Source: an optimization exercise on an open RTL-to-GDS flow (aim: small area, a short achievable clock period and few clock cycles per item). Production flows keep margins and buffers that such runs may drop.
Where RTL was checked, it was by simulation tests only, not by an equivalence proof against the original.
The clock port is modelled as an ideal driver, which makes a skipped or thinned clock tree look cheaper than it is; a real chip needs a root buffer or a tree.
Power figures rest on the tool's default switching activity, not on a simulated workload.

==> flow/design.v <==
module main(output [95:0] out,output reg [95:0]fec,output reg [15:0]crc,output reg status,input data,clock,start);
    reg [4:0]  c;        
    reg [31:0] m;        
    reg [15:0] R;        
    always @(posedge clock, posedge start) begin
        if (start) begin
            c      <= 5'd0;
            status <= 1'b0;
        end else begin
            c <= c + 1'b1;
            if (c == 5'd31) status <= 1'b1;
        end
    end
    always @(posedge clock) begin
        if (!status) m <= {data, m[31:1]};
    end
    wire fb = R[15] ^ data;
    always @(posedge clock) begin
        if (start) R <= 16'hFFFF;
        else if (!status) R <= {R[14]^fb, R[13:2], R[1]^fb, R[0], fb};
    end
    wire [47:0] u = {R[0],R[1],R[2],R[3],R[4],R[5],R[6],R[7],
                     R[8],R[9],R[10],R[11],R[12],R[13],R[14],R[15], m};
    wire [47:0] p, hi, lo;
    assign p[0] = u[0];
    assign hi[1:0] = u[1:0];
    assign lo[0] = u[0];
    assign lo[1] = p[1];
    genvar k;
    generate
        for (k = 1; k < 48; k = k + 1) begin : gp
            xor2 xp(p[k], u[k], u[k-1]);
        end
        for (k = 2; k < 48; k = k + 1) begin : gc
            xor2 xh(hi[k], u[k], p[k-2]);
            xor2 xl(lo[k], p[k], p[k-2]);
        end
    endgenerate
    integer i;
    always @* begin
        crc = R;
        for (i = 0; i < 48; i = i + 1) begin
            fec[95-2*i] = hi[i];
            fec[94-2*i] = lo[i];
        end
    end
    interleaver C(fec[23:0],fec[47:24],fec[71:48],fec[95:72],out);
endmodule
module xor2(output y, input a, b);
    assign y = a ^ b;
endmodule
module interleaver(
input [23:0] byte0,
input [23:0] byte1,
input [23:0] byte2,
input [23:0] byte3,
output [95:0]OP
);
wire [23:0] out0,out1,out2,out3;
assign out0 ={byte3[5:0],byte2[5:0],byte1[5:0],byte0[5:0]};
assign out1 ={byte3[11:6],byte2[11:6],byte1[11:6],byte0[11:6]};
assign out2 ={byte3[17:12],byte2[17:12],byte1[17:12],byte0[17:12]};
assign out3 ={byte3[23:18],byte2[23:18],byte1[23:18],byte0[23:18]};
assign OP[95:0] ={out0[23:0],out1[23:0],out2[23:0],out3[23:0]};
endmodule
Settings: LEC_CHECK=0, CAP_MARGIN=20, CORE_MARGIN=2, CORE_UTILIZATION=40, SLEW_MARGIN=20, SYNTH_HIERARCHICAL=1, SYNTH_MINIMUM_KEEP_SIZE=0; clock period 6.0 ns.
standard.sh (not shown) runs the stock make flow with config.mk's settings and CLKGATE_MAP_FILE= SYNTH_SCRIPT=/design/flow/synth_recipe.tcl, a recipe that flattens the netlist after the stock synthesis.
==> flow/flow/run.sh <==
#!/bin/bash
# Standard ORFS layout (the standard.sh, unchanged synthesis), with the
# port buffers made from the smallest plain buffer instead of a delay cell,
# and a flat one-level clock distribution (flow/clk.tcl) instead of an H-tree.
set -euo pipefail
bash standard.sh 'BUFFER_PORTS_ARGS=-buffer_cell sky130_fd_sc_hd__buf_1' \
  "PRE_CTS_TCL=$PWD/flow/clk.tcl" finish > standard_flow.log 2>&1
==> flow/flow/clk.tcl <==
# Manual clock distribution, sourced before CTS in place of clock_tree_synthesis:
# the clock port drives NBUF clock buffers, each feeding the flip-flops of one
# vertical slice of the placement (every register sees the same one-buffer path).
set nbuf [expr {[info exists ::env(CLK_NBUF)] ? $::env(CLK_NBUF) : 2}]
set bufcell [expr {[info exists ::env(CLK_BUF)] ? $::env(CLK_BUF) : "sky130_fd_sc_hd__clkbuf_16"}]
set block [ord::get_db_block]
set clknet [$block findNet clock]
set sinks {}
foreach it [$clknet getITerms] {
  set inst [$it getInst]
  set b [$inst getBBox]
  lappend sinks [list $it [expr {([$b xMin] + [$b xMax]) / 2}] [expr {([$b yMin] + [$b yMax]) / 2}]]
}
set sinks [lsort -integer -index 1 $sinks]
set n [llength $sinks]
set master [[ord::get_db] findMaster $bufcell]
for {set g 0} {$g < $nbuf} {incr g} {
  set lo [expr {$g * $n / $nbuf}]
  set hi [expr {($g + 1) * $n / $nbuf - 1}]
  set grp [lrange $sinks $lo $hi]
  set sx 0; set sy 0
  foreach s $grp { incr sx [lindex $s 1]; incr sy [lindex $s 2] }
  set cx [expr {$sx / [llength $grp]}]
  set cy [expr {$sy / [llength $grp]}]
  set buf [odb::dbInst_create $block $master clkbuf_man_$g]
  set net [odb::dbNet_create $block clknet_man_$g]
  $net setSigType CLOCK
  [$buf findITerm A] connect $clknet
  [$buf findITerm X] connect $net
  foreach s $grp { set it [lindex $s 0]; $it disconnect; $it connect $net }
  $buf setLocation $cx $cy
  $buf setPlacementStatus PLACED
  puts "clock buffer $g: [llength $grp] sinks at $cx $cy"
}
set_propagated_clock [all_clocks]
proc clock_tree_synthesis {args} { puts "clock_tree_synthesis skipped: manual clock buffers" }
The first run produced a clean layout.
Testbench counts at the start, summed over its fixed seeds: cycles 16,896, messages 512.
Edit:
==> flow/flow/run.sh (replaced) <==
#!/bin/bash
# Standard ORFS layout (the standard.sh, unchanged synthesis), with the
# port buffers made from the smallest plain buffer instead of a delay cell.
set -euo pipefail
bash standard.sh 'BUFFER_PORTS_ARGS=-buffer_cell sky130_fd_sc_hd__buf_1' finish > standard_flow.log 2>&1
SETUP_SLACK_MARGIN = 3.1   (was not set)
removed: flow/flow/clk.tcl
Outcome: The new run produced a clean layout. Routed wire length increases slightly. Design area grows by a few percent. Cell count goes up slightly. Critical path depth is unchanged.
Edit:
SETUP_SLACK_MARGIN = 3.25   (was 3.1)
After rerunning: Synthesized area does not change. Flip-flop and latch count stays the same. Setup slack improved by 45 ps. Core utilization grows by 9.1 points. Final area increases by about a fifth.
Edit:
==> flow/flow/run.sh (replaced) <==
#!/bin/bash
# Standard ORFS layout (the standard.sh, unchanged synthesis), with the
# port buffers made from the smallest plain buffer instead of a delay cell,
# and a flat one-level clock distribution (flow/clk.tcl) instead of an H-tree.
set -euo pipefail
bash standard.sh 'BUFFER_PORTS_ARGS=-buffer_cell sky130_fd_sc_hd__buf_1' \
  "PRE_CTS_TCL=$PWD/flow/clk.tcl" finish > standard_flow.log 2>&1
==> flow/flow/clk.tcl (new file) <==
# Manual clock distribution, sourced before CTS in place of clock_tree_synthesis:
# the clock port drives NBUF clock buffers, each feeding the flip-flops of one
# vertical slice of the placement (every register sees the same one-buffer path).
set nbuf [expr {[info exists ::env(CLK_NBUF)] ? $::env(CLK_NBUF) : 2}]
set bufcell [expr {[info exists ::env(CLK_BUF)] ? $::env(CLK_BUF) : "sky130_fd_sc_hd__clkbuf_16"}]
set block [ord::get_db_block]
set clknet [$block findNet clock]
set sinks {}
foreach it [$clknet getITerms] {
  set inst [$it getInst]
  set b [$inst getBBox]
  lappend sinks [list $it [expr {([$b xMin] + [$b xMax]) / 2}] [expr {([$b yMin] + [$b yMax]) / 2}]]
}
set sinks [lsort -integer -index 1 $sinks]
set n [llength $sinks]
set master [[ord::get_db] findMaster $bufcell]
for {set g 0} {$g < $nbuf} {incr g} {
  set lo [expr {$g * $n / $nbuf}]
  set hi [expr {($g + 1) * $n / $nbuf - 1}]
  set grp [lrange $sinks $lo $hi]
  set sx 0; set sy 0
  foreach s $grp { incr sx [lindex $s 1]; incr sy [lindex $s 2] }
  set cx [expr {$sx / [llength $grp]}]
  set cy [expr {$sy / [llength $grp]}]
  set buf [odb::dbInst_create $block $master clkbuf_man_$g]
  set net [odb::dbNet_create $block clknet_man_$g]
  $net setSigType CLOCK
  [$buf findITerm A] connect $clknet
  [$buf findITerm X] connect $net
  foreach s $grp { set it [lindex $s 0]; $it disconnect; $it connect $net }
  $buf setLocation $cx $cy
  $buf setPlacementStatus PLACED
  puts "clock buffer $g: [llength $grp] sinks at $cx $cy"
}
set_propagated_clock [all_clocks]
proc clock_tree_synthesis {args} { puts "clock_tree_synthesis skipped: manual clock buffers" }
CORE_UTILIZATION = 65   (was 40)
SETUP_SLACK_MARGIN = not set   (was 3.25)
Final area came out lower by 22%.
Register-to-register slack gains 320 ps.
Wire length went down by 14%.
Via count falls by 5.7%.
Die area fell by 37%.
Utilization went up by 16 points.
Total power drops by 13%.
Clock power came out lower by 34%.
Synthesized cell count does not change.
Global-route usage grows by 6.8 points.
Sequential share of layout area is higher by 7.4 points.
Edit:
==> flow/flow/run.sh (replaced) <==
#!/bin/bash
# Standard ORFS layout (the standard.sh, unchanged synthesis), with the
# port buffers made from the smallest plain buffer instead of a delay cell.
set -euo pipefail
bash standard.sh 'BUFFER_PORTS_ARGS=-buffer_cell sky130_fd_sc_hd__buf_1' finish > standard_flow.log 2>&1
CORE_UTILIZATION = 40   (was 65)
removed: flow/flow/clk.tcl
Outcome: The changed run finished with timing, DRC and antenna clean. Setup slack is worse by 170 ps. Final cell count came out higher by 8.4%. Synthesized cell count stays the same. Design area is higher by 2.6%. Via count goes down by 0.81%. Area after synthesis is unchanged. First-iteration DRC count goes down by 43%. Power climbs by 15%. Sequential share of layout area drops by 0.93 points.
In the first and fourth runs of this note the design's own scripts or RTL, not TritonCTS, make the clock network.

* * *

run 1:
Starts from the design.v that is shown in full above.
clock: 6.0 ns
lec_check: 0
cap_margin: 20
core_margin: 2
core_utilization: 40
setup_slack_margin: 3.8
slew_margin: 20
synth_hierarchical: 1
synth_minimum_keep_size: 0
==> flow/flow/run.sh <==
#!/bin/bash
# Standard ORFS layout (the standard.sh, unchanged synthesis), with the
# port buffers made from the smallest plain buffer instead of a delay cell.
set -euo pipefail
bash standard.sh 'BUFFER_PORTS_ARGS=-buffer_cell sky130_fd_sc_hd__buf_1' finish > standard_flow.log 2>&1
Run 1: full flow OK, the timing, DRC and antenna checks passed
Testbench counts of run 1, summed over its fixed seeds: cycles 16,896, messages 512.
Here is what was changed in the inputs of run 2 compared with run 1.
-- flow/config.mk --
<<< run 1, line 11
export SETUP_SLACK_MARGIN = 3.8
>>> run 2, line 11
export CTS_BUF_LIST = sky130_fd_sc_hd__clkbuf_8
export CTS_CLUSTER_DIAMETER = 200
export CTS_CLUSTER_SIZE = 30
--- outcome ---
For run 2, the critical path startpoint was R[15], unlike run 1, where it was m[6]. Sort run 1 and run 2 by total wirelength of the detailed-routed design asc -> top: run 2. CTS H-tree depth: run 2 vs run 1, no meaningful difference. In run 2, relative slew slack is lower than in run 1. Between run 1 and run 2, the cell count went down. Looking at slowest stage cell on the critical path, the sky130_fd_sc_hd__dfxtp_1 result is from run 2; the sky130_fd_sc_hd__edfxtp_1 one comes from run 1. Re multi-input logic area: run 2 is 32% down on run 1. Diff run 1 -> run 2 | global routing met3 resource utilization | decrease of 1.4 points. Worst-case clock skew up 0.0049 ns in run 2 wrt run 1. On share of cell area taken by flip-flops and latches, the higher figure sits with run 2, not run 1.
Modified inputs, run 3 compared to run 2
-- flow/config.mk --
<<< run 2, line 11
export CTS_BUF_LIST = sky130_fd_sc_hd__clkbuf_8
export CTS_CLUSTER_DIAMETER = 200
export CTS_CLUSTER_SIZE = 30
>>> run 3, line 11
export CTS_BUF_LIST = sky130_fd_sc_hd__clkbuf_16
export CTS_CLUSTER_DIAMETER = 500
export CTS_CLUSTER_SIZE = 100
Run 2 → run 3: global-route usage essentially unchanged, post-placement setup slack essentially unchanged, number of vias per cell essentially unchanged. Going from run 2 to run 3, final setup slack of the worst path increased 0.037 ns, post-layout instance area increased 1.0%, highest attainable clock frequency increased 1.3%, clock transition time at the flip-flop clock pins of the worst setup and hold paths decreased 0.03 ns, sequential share of cell area decreased 0.36 points.

* * *

## north
Another version of the RTL of main (not shown whole).
For scale: roughly 410 cells after synthesis.
Settings: LEC_CHECK=0, CAP_MARGIN=20, CORE_MARGIN=2, CORE_UTILIZATION=65, SLEW_MARGIN=20, SYNTH_HIERARCHICAL=1, SYNTH_MINIMUM_KEEP_SIZE=0; clock period 6.0 ns.
==> flow/flow/run.sh <==
#!/bin/bash
# Standard ORFS layout (the standard.sh, unchanged synthesis) with:
#  - port buffers made from the smallest plain buffer instead of a delay cell;
#  - a flat one-level clock distribution (flow/clk.tcl) instead of an H-tree;
#  - two passes: the first pass's routed, extracted layout plans gate upsizing
#    (flow/plan.tcl, flow/size.tcl), and the second pass redoes CTS onwards with it.
set -euo pipefail
args=('BUFFER_PORTS_ARGS=-buffer_cell sky130_fd_sc_hd__buf_1' "PRE_CTS_TCL=$PWD/flow/clk.tcl")
R=orfs/results/sky130hd/main/base
L=orfs/logs/sky130hd/main/base
rm -f sizes.txt
bash standard.sh "${args[@]}" finish > pass1_flow.log 2>&1
openroad -no_init -exit flow/plan.tcl > plan.log 2>&1
mkdir -p pass1
cp -r "$L" pass1/logs
cp "$R/6_final.odb" pass1/
rm -f "$R"/4_* "$R"/5_* "$R"/6_* out/final.def
bash standard.sh "${args[@]}" finish > pass2_flow.log 2>&1
==> flow/flow/clk.tcl <==
set bufcell sky130_fd_sc_hd__clkbuf_16
set block [ord::get_db_block]
set clknet [$block findNet clock]
set sinks {}
foreach it [$clknet getITerms] {
  set inst [$it getInst]
  set b [$inst getBBox]
  lappend sinks [list $it [expr {([$b xMin] + [$b xMax]) / 2}] [expr {([$b yMin] + [$b yMax]) / 2}]]
}
set sinks [lsort -integer -index 1 $sinks]
set n [llength $sinks]
set nbuf [expr {min(4, ($n + 26) / 27)}]
set master [[ord::get_db] findMaster $bufcell]
for {set g 0} {$g < $nbuf} {incr g} {
  set lo [expr {$g * $n / $nbuf}]
  set hi [expr {($g + 1) * $n / $nbuf - 1}]
  set grp [lrange $sinks $lo $hi]
  set sx 0; set sy 0
  foreach s $grp { incr sx [lindex $s 1]; incr sy [lindex $s 2] }
  set cx [expr {$sx / [llength $grp]}]
  set cy [expr {$sy / [llength $grp]}]
  set buf [odb::dbInst_create $block $master clkbuf_man_$g]
  set net [odb::dbNet_create $block clknet_man_$g]
  $net setSigType CLOCK
  [$buf findITerm A] connect $clknet
  [$buf findITerm X] connect $net
  foreach s $grp { set it [lindex $s 0]; $it disconnect; $it connect $net }
  $buf setLocation $cx $cy
  $buf setPlacementStatus PLACED
  puts "clock buffer $g: [llength $grp] sinks at $cx $cy"
}
set_propagated_clock [all_clocks]
proc clock_tree_synthesis {args} { puts "clock_tree_synthesis skipped: manual clock buffers" }

set sizes [file join [file dirname [info script]] .. sizes.txt]
if {[file exists $sizes]} {
  set f [open $sizes]
  foreach line [split [read $f] \n] {
    if {[llength $line] != 2} continue
    replace_cell [get_cells [lindex $line 0]] [lindex $line 1]
    puts "sized [lindex $line 0] -> [lindex $line 1]"
  }
  close $f
}
Other scripts of this flow, unchanged in this note and not shown: flow/flow/plan.tcl, flow/flow/size.tcl
### north -> south
--- a/flow/flow/clk.tcl
+++ b/flow/flow/clk.tcl
@@ -34,2 +34,8 @@
 
+# Buffer the high-fanout nets (the hold-gate selects) with a fanout limit.
+estimate_parasitics -placement
+set_max_fanout 16 [current_design]
+set_dont_use [get_lib_cells {*clkdlybuf* *dlygate* *dlymetal*}]
+repair_design
+
 set sizes [file join [file dirname [info script]] .. sizes.txt]
Results
Delta (south minus north): utilization saw an increase; maximum achievable frequency now sits higher; first-iteration DRC count decreased by 36 relative to the old numbers; area overhead of the layout relative to synthesis has increased. [compare] base=north new=south: summed area of non-filler cells in the final layout shows an increase of about 1.2%; routed wire length shows an increase of about 4.5%.
[inputs] east vs south
--- a/flow/flow/clk.tcl
+++ b/flow/flow/clk.tcl
@@ -37,3 +37,2 @@
 set_max_fanout 16 [current_design]
-set_dont_use [get_lib_cells {*clkdlybuf* *dlygate* *dlymetal*}]
 repair_design
==> summary.txt <==
Setup slack came out lower on east than on south. Between south and east, the flow reports design area increasing slightly. Data arrival time of the worst path: east vs south up 1350 ps. Cmp east and south / via-per-instance ratio / higher: east. The required time at the endpoint of the critical path on east is in line with that on south. On combinational group share of total power, east tracks south almost exactly. Final wirelength was higher in east than in south. [compare] base=south new=east: highest attainable clock frequency saw a decrease, fraction of final layout cells with drive strength greater than 1 moved down.
No functional check of the RTL was part of any run of this note. In every run of this note, the design's own scripts or RTL, not TritonCTS, make the clock network.

* * *

main, a different RTL version from the one above (not shown whole).
// main
module main(output [95:0] out,output reg [95:0]fec,output reg [15:0]crc,output reg status,input data,clock,start);
Settings: LEC_CHECK=0, CAP_MARGIN=20, CORE_MARGIN=2, CORE_UTILIZATION=40, SLEW_MARGIN=20; clock period 6.0 ns.
run.sh (not shown) runs the stock make flow with config.mk's settings and CLKGATE_MAP_FILE= SYNTH_SCRIPT=/design/flow/synth_recipe.tcl, a recipe that flattens the netlist after the stock synthesis.
Stock flow here: none of the scripts above is used.
Testbench counts at the start, summed over its fixed seeds: cycles 16,896, messages 512.
Next try:
==> flow/flow/run.sh (new file) <==
#!/bin/bash
# Standard ORFS layout (the standard.sh, unchanged synthesis), with the
# port buffers made from the smallest plain buffer instead of a delay cell.
set -euo pipefail
bash standard.sh 'BUFFER_PORTS_ARGS=-buffer_cell sky130_fd_sc_hd__buf_1' finish > standard_flow.log 2>&1
==> flow/standard.sh (new file) <==
#!/bin/bash
# synth_recipe.tcl (not shown) runs the flow's synth.tcl, then flattens the netlist and writes it again
# the make line also repeats each setting of config.mk as NAME=value (left out here)
make -C /OpenROAD-flow-scripts/flow DESIGN_CONFIG=/design/flow/config.mk WORK_HOME=/design/flow/orfs CLKGATE_MAP_FILE= SYNTH_SCRIPT=/design/flow/synth_recipe.tcl "${@:-finish}"
removed: flow/run.sh
Effect: Global-route usage fell by 2.4 points; synthesized cell count is unchanged; clock-buffer cell count rose by 2; combinational power fell by 39%; die area is unchanged; final cell count does not change; routed wire length fell by 14%; total power fell by 29%.

## afterwards: timing with drivers on the ports
No port has a modelled driver above. Below, the same layouts with a new extraction and two added sets of constraints.
Step 1, drivers: a clkbuf_16 drives clock and a buf_2 each remaining input, both assumed.
Step 2 adds t to the input delays and takes it off the output delays; t is the mean of the earliest and latest rising clock arrival at the registers after step 1. Input paths then give back, and output paths get back, about the clock's delay inside the block.
Slacks: ideal ports / drivers / drivers and shift; pairs: ideal ports / drivers.
| run | shift t [ns] | setup slack, ns | worst slew at a driven data input, ns | pins driven straight from the clock port |
|---|---|---|---|---|
| the first run of note 1 | 0.214 | 3.196 / 3.145 / 3.359 | 0.03 | 2 |
| the second run of note 1 | 0.325 | 3.167 / 3.137 / 3.461 | 0.03 | 1 |
| the third run of note 1 | 0.325 | 3.212 / 3.181 / 3.506 | 0.03 | 1 |
| the fourth run of note 1 | 0.207 | 3.245 / 3.198 / 3.405 | 0.03 | 2 |
| the fifth run of note 1 | 0.325 | 3.070 / 3.040 / 3.365 | 0.03 | 1 |
| run 1 | 0.332 | 3.270 / 3.238 / 3.570 | 0.04 | 1 |
| run 2 | 0.324 | 3.071 / 3.041 / 3.365 | 0.03 | 1 |
| run 3 | 0.317 | 3.108 / 3.073 / 3.390 | 0.03 | 1 |
| north | 0.237 | 3.541 / 3.541 / 3.371 | 0.03 | 4 |
| south | 0.239 | 3.782 / 3.781 / 3.542 | 0.07 | 4 |
| east | 0.236 | 2.418 / 2.418 / 2.418 | 0.03 | 4 |
| the first run of note 4 | 0.328 | 2.696 / 2.667 / 2.995 | 0.04 | 1 |
| the second run of note 4 | 0.334 | 3.115 / 3.083 / 3.416 | 0.04 | 1 |
After both steps setup and hold are still met in every run listed. For south, which loses most, drivers alone change the setup slack by -0.001 ns; drivers and shift together by -0.240 ns.
